This is an optimization exercise on Yosys and OpenROAD, whose aim is small area, not a production implementation. Function was checked by simulation only, so behaviour that the tests miss may differ from the original. No driver is modelled on the clock port, so clock power and skew are understated where the tree is cut down; a real chip needs a root buffer or a tree.

## before
==> flow/design.v <==
`timescale 1ns / 1ps
module lab4_2(
	input [3:0] userID,
	input CLK,
	input rst,
	input team,
	input [1:0] mode,
	output reg [7:0] numPlyLP,
	output reg [7:0] numPlyCF,
	output reg teamWng,
	output reg capWngLP,
	output reg capWngCF,
	output reg findRes,
	output reg [3:0] listOut,
	output reg listMode
    );
reg [2:0] a [0:4];	 
reg [3:0] b [0:4];	 
reg [3:0] rp;		 
reg capA, capB;		 
reg [1:0] cmd_mode;	 
reg cmd_team;
reg [3:0] cmd_id;
wire logout = (cmd_mode == 2'd0);
wire login  = (cmd_mode == 2'd1);
wire find   = (cmd_mode == 2'd2);
wire list   = (cmd_mode == 2'd3);
wire tOK    = (cmd_team == cmd_id[3]);
wire nz     = |cmd_id[2:0];
function [2:0] pop5(input [4:0] x);
	reg s1, c1, s2, c2;
	begin
		s1 = x[0] ^ x[1] ^ x[2];
		c1 = (x[0] & x[1]) | (x[0] & x[2]) | (x[1] & x[2]);
		s2 = x[3] ^ x[4] ^ s1;
		c2 = (x[3] & x[4]) | (x[3] & s1) | (x[4] & s1);
		pop5 = {c1 & c2, c1 ^ c2, s2};
	end
endfunction
integer i;
reg [2:0] m [0:4];	 
reg [4:0] occA, occB, hit, feA, feB;
reg [2:0] popA, popB, sel;
wire pos0 = ~|rp;
wire [4:0] pdec = {rp, pos0};	 
always @* begin
	for (i = 0; i < 5; i = i + 1) begin
		occA[i] = |a[i];
		occB[i] = b[i][3];
		m[i] = cmd_team ? b[i][2:0] : a[i];
		hit[i] = (m[i] == cmd_id[2:0]) & (cmd_team ? b[i][3] : 1'b1);
	end
	popA = pop5(occA);
	popB = pop5(occB);
	feA = ~occA & {&occA[3:0], &occA[2:0], &occA[1:0], occA[0], 1'b1};
	feB = ~occB & {&occB[3:0], &occB[2:0], &occB[1:0], occB[0], 1'b1};
	sel = 3'd0;
	for (i = 0; i < 5; i = i + 1)
		sel = sel | ({3{pdec[i]}} & m[i]);
end
wire anyHit = tOK & |hit;		 
wire freeA  = ~&occA;
wire freeB  = ~&occB;
wire addA   = login & tOK & ~cmd_team & nz & ~anyHit & freeA;
wire addB   = login & tOK &  cmd_team & ~anyHit & freeB;
wire delA   = logout & tOK & ~cmd_team & nz;
wire delB   = logout & tOK &  cmd_team;
wire bit3   = cmd_team & |(pdec & occB);
wire [4:0] wrA   = {5{addA & ~rst}} & feA;
wire [4:0] wrB   = {5{addB & ~rst}} & feB;
wire [4:0] keepA = ~({5{delA}} & hit | {5{rst}});
wire [4:0] keepB = ~({5{delB}} & hit | {5{rst}});
always @* begin
	numPlyLP = {5'd0, popA};
	numPlyCF = {5'd0, popB};
	teamWng  = login & ~tOK;
	findRes  = find & (anyHit | (~tOK & cmd_team & ~nz & freeB));
	listMode = list;
	listOut  = list ? {bit3, sel} : rp;
	capWngLP = addA ? (popA == 3'd4) : (capA | (delA & anyHit & (popA == 3'd1)));
	capWngCF = addB ? (popB == 3'd4) : (capB | (delB & anyHit & (popB == 3'd1)));
end
always @(posedge CLK) begin
	cmd_team <= team;
	cmd_id <= userID;
	for (i = 0; i < 5; i = i + 1) begin
		a[i] <= ({3{wrA[i]}} & cmd_id[2:0]) | ({3{keepA[i]}} & a[i]);
		b[i] <= ({4{wrB[i]}} & cmd_id) | ({4{keepB[i]}} & b[i]);
	end
	if (rst) begin
		rp <= 4'd0;
		capA <= 1'b1;
		capB <= 1'b1;
		cmd_mode <= 2'd0;
	end else begin
		cmd_mode <= mode;
		rp <= (mode == 2'd3) ? ({4{list}} & {rp[2:0], pos0}) : listOut;
		capA <= capWngLP;
		capB <= capWngCF;
	end
end
endmodule
clock: 15.0 ns
lec_check: 0
abc_area: 1
cap_margin: 20
core_margin: 2
core_utilization: 40
slew_margin: 20
standard.sh (not shown) runs the stock make flow with config.mk's settings and CLKGATE_MAP_FILE= SYNTH_SCRIPT=/design/flow/synth_recipe.tcl, a recipe that flattens the netlist after the stock synthesis.
==> flow/flow/run.sh <==
#!/bin/bash
# Own layout flow: the standard flow, with these changes.
#  2. The port buffers that ORFS inserts use the smallest buffer cell.
#  3. Clock tree synthesis uses clkbuf_8 cells and no dummy loads.
#  4. The constant outputs share one tie cell.
#  5. After CTS the two smallest clock leaves are merged and the root buffer
#     is made clkbuf_2 (flow/post_cts.tcl).
# Each tool's output goes to a log file of its own in the work folder.
set -euo pipefail
cd "$(dirname "$0")/.."
W=$PWD
R=$W/orfs/results/sky130hd/lab4_2/base
LIB=$FLOW_HOME/platforms/sky130hd/lib/sky130_fd_sc_hd__tt_025C_1v80.lib
YOSYS=$FLOW_HOME/../tools/install/yosys/bin/yosys
[ -x "$YOSYS" ] || YOSYS=yosys

bash standard.sh synth > make_synth.log 2>&1
cp $R/1_2_yosys.v $W/standard_synth.v

mkdir -p $W/remap
remap_one() {
  local k=$1 s=$W/remap/$1.script
  : > $s
  for ((i = 0; i < ${#k}; i++)); do
    case ${k:i:1} in
      G) printf 'strash\ndch\namap\n' >> $s ;;
      M) printf 'strash\ndch\nmap -a\n' >> $s ;;
      F) printf 'strash\ndch -f\namap\n' >> $s ;;
      D) printf 'strash\ndc2\ndch\namap\n' >> $s ;;
      A) printf 'strash\ndch\namap -m\n' >> $s ;;
      N) printf 'strash\ndch -f\nmap -a\n' >> $s ;;
    esac
  done
  cat > $W/remap/$k.ys <<EOS
read_liberty -ignore_miss_func $LIB
blackbox sky130_fd_sc_hd__dfxtp_1 sky130_fd_sc_hd__fa_1 sky130_fd_sc_hd__conb_1
read_verilog $W/standard_synth.v
hierarchy -top $FLOW_TOP
flatten
rename -hide w:*.*
opt_clean -purge
abc -script $s -liberty $LIB -dont_use *probe* -dont_use *lpflow*
opt_clean -purge
stat -liberty $LIB
write_verilog -noattr -nohex -nodec $W/remap/$k.v
EOS
  if $YOSYS -l $W/remap/$k.log -s $W/remap/$k.ys > /dev/null 2>&1; then
    echo "$k $(grep 'Chip area' $W/remap/$k.log | tail -1 | awk '{print $NF}')" > $W/remap/$k.area
  fi
}
for k in $(cat $W/flow/abc_sequences.txt); do
  remap_one $k &
  while [ $(jobs -r | wc -l) -ge ${NUM_CORES:-4} ]; do sleep 0.2; done
done
wait
cat $W/remap/*.area | sort -k2 -g > $W/remap_areas.txt
best=$(head -1 $W/remap_areas.txt | awk '{print $1}')
echo "chosen $best" >> $W/remap_areas.txt

# the remapped netlist replaces the synthesis result; make then rebuilds
# 1_synth.odb from it and runs the rest of the flow
if [ -n "$best" ]; then
  cp $W/remap/$best.v $R/1_2_yosys.v
  touch $R/1_2_yosys.v
fi
bash standard.sh "BUFFER_PORTS_ARGS=-buffer_cell sky130_fd_sc_hd__buf_1" \
  "CTS_ARGS=-sink_clustering_enable -repair_clock_nets -dont_use_dummy_load -buf_list sky130_fd_sc_hd__clkbuf_8" \
  SKIP_REPAIR_TIE_FANOUT=1 "POST_CTS_TCL=$W/flow/post_cts.tcl" finish > make_finish.log 2>&1
Other scripts of this flow, unchanged in this note and not shown: flow/flow/abc_sequences.txt, flow/flow/post_cts.tcl
Every stage of the flow completed for before, and the final layout passed the timing, design-rule and antenna checks.
Edits applied to the flow inputs when going from before to after:
--- a/flow/design.v
+++ b/flow/design.v
@@ -60,11 +60,11 @@
 end
 wire anyHit = tOK & |hit;		 
 wire freeA  = ~&occA;
 wire freeB  = ~&occB;
-wire addA   = login & tOK & ~cmd_team & nz & ~anyHit & freeA;
+wire addA   = login & tOK & ~cmd_team & ~anyHit & freeA;	 
 wire addB   = login & tOK &  cmd_team & ~anyHit & freeB;
-wire delA   = logout & tOK & ~cmd_team & nz;
+wire delA   = logout & tOK & ~cmd_team;	 
 wire delB   = logout & tOK &  cmd_team;
 wire bit3   = cmd_team & |(pdec & occB);
 wire [4:0] wrA   = {5{addA & ~rst}} & feA;
 wire [4:0] wrB   = {5{addB & ~rst}} & feB;
@@ -76,9 +76,9 @@
 	teamWng  = login & ~tOK;
 	findRes  = find & (anyHit | (~tOK & cmd_team & ~nz & freeB));
 	listMode = list;
 	listOut  = list ? {bit3, sel} : rp;
-	capWngLP = addA ? (popA == 3'd4) : (capA | (delA & anyHit & (popA == 3'd1)));
+	capWngLP = addA ? (popA == 3'd4) : (capA | (delA & nz & anyHit & (popA == 3'd1)));
 	capWngCF = addB ? (popB == 3'd4) : (capB | (delB & anyHit & (popB == 3'd1)));
 end
 always @(posedge CLK) begin
 	cmd_team <= team;
- Sort after and before by clock skew, ascending, and before comes first.
- after: full flow OK, the timing, design-rule and antenna checks passed
- Total half-perimeter wirelength after legalization and detailed placement was higher in the run labelled after.
- Diff after..before | number of sequential cells | unchanged
- Final-layout worst hold slack: before vs after, no meaningful difference
- The sequential cell area share was comparable across after and before.
- after: vias per cell lower than before
- In after relative to before, post-synth net total had gone up slightly.
- As far as full die area is concerned, before and after perform about the same.
- On worst stage delay on the critical path, after and before are basically level.
- From before to after the numbers moved as follows: utilization essentially unchanged, final critical-path share of the clock period dropped 2.7 points.
- The first-iteration DRC count in before is 1.5 times that in after.
- In the tables for after and before, remaining max-slew budget at the tightest pin reads higher with after.

==> what the ideal ports hide <==
Ports are ideal in the flow. The routed layouts listed here were re-timed in OpenROAD. Step 1, drivers: a clkbuf_16 drives CLK and a buf_2 each remaining input, both assumed. Step 2, shift: input delay + t, output delay - t, t = (earliest + latest rising clock arrival at the registers) / 2. This alone moves slack from input paths to output paths. Slacks: ideal ports / drivers / drivers and shift; pairs: ideal ports / drivers.
run	t, ns	setup WS [ns]	worst register clock-pin slew, ns	worst slew at a driven data input, ns	pins driven straight from the clock port
before	0.378	7.628 / 7.601 / 7.979	0.12 / 0.12	0.03	1
after	0.398	8.026 / 8.001 / 8.399	0.12 / 0.12	0.03	1
After both steps every run listed still meets setup and hold.
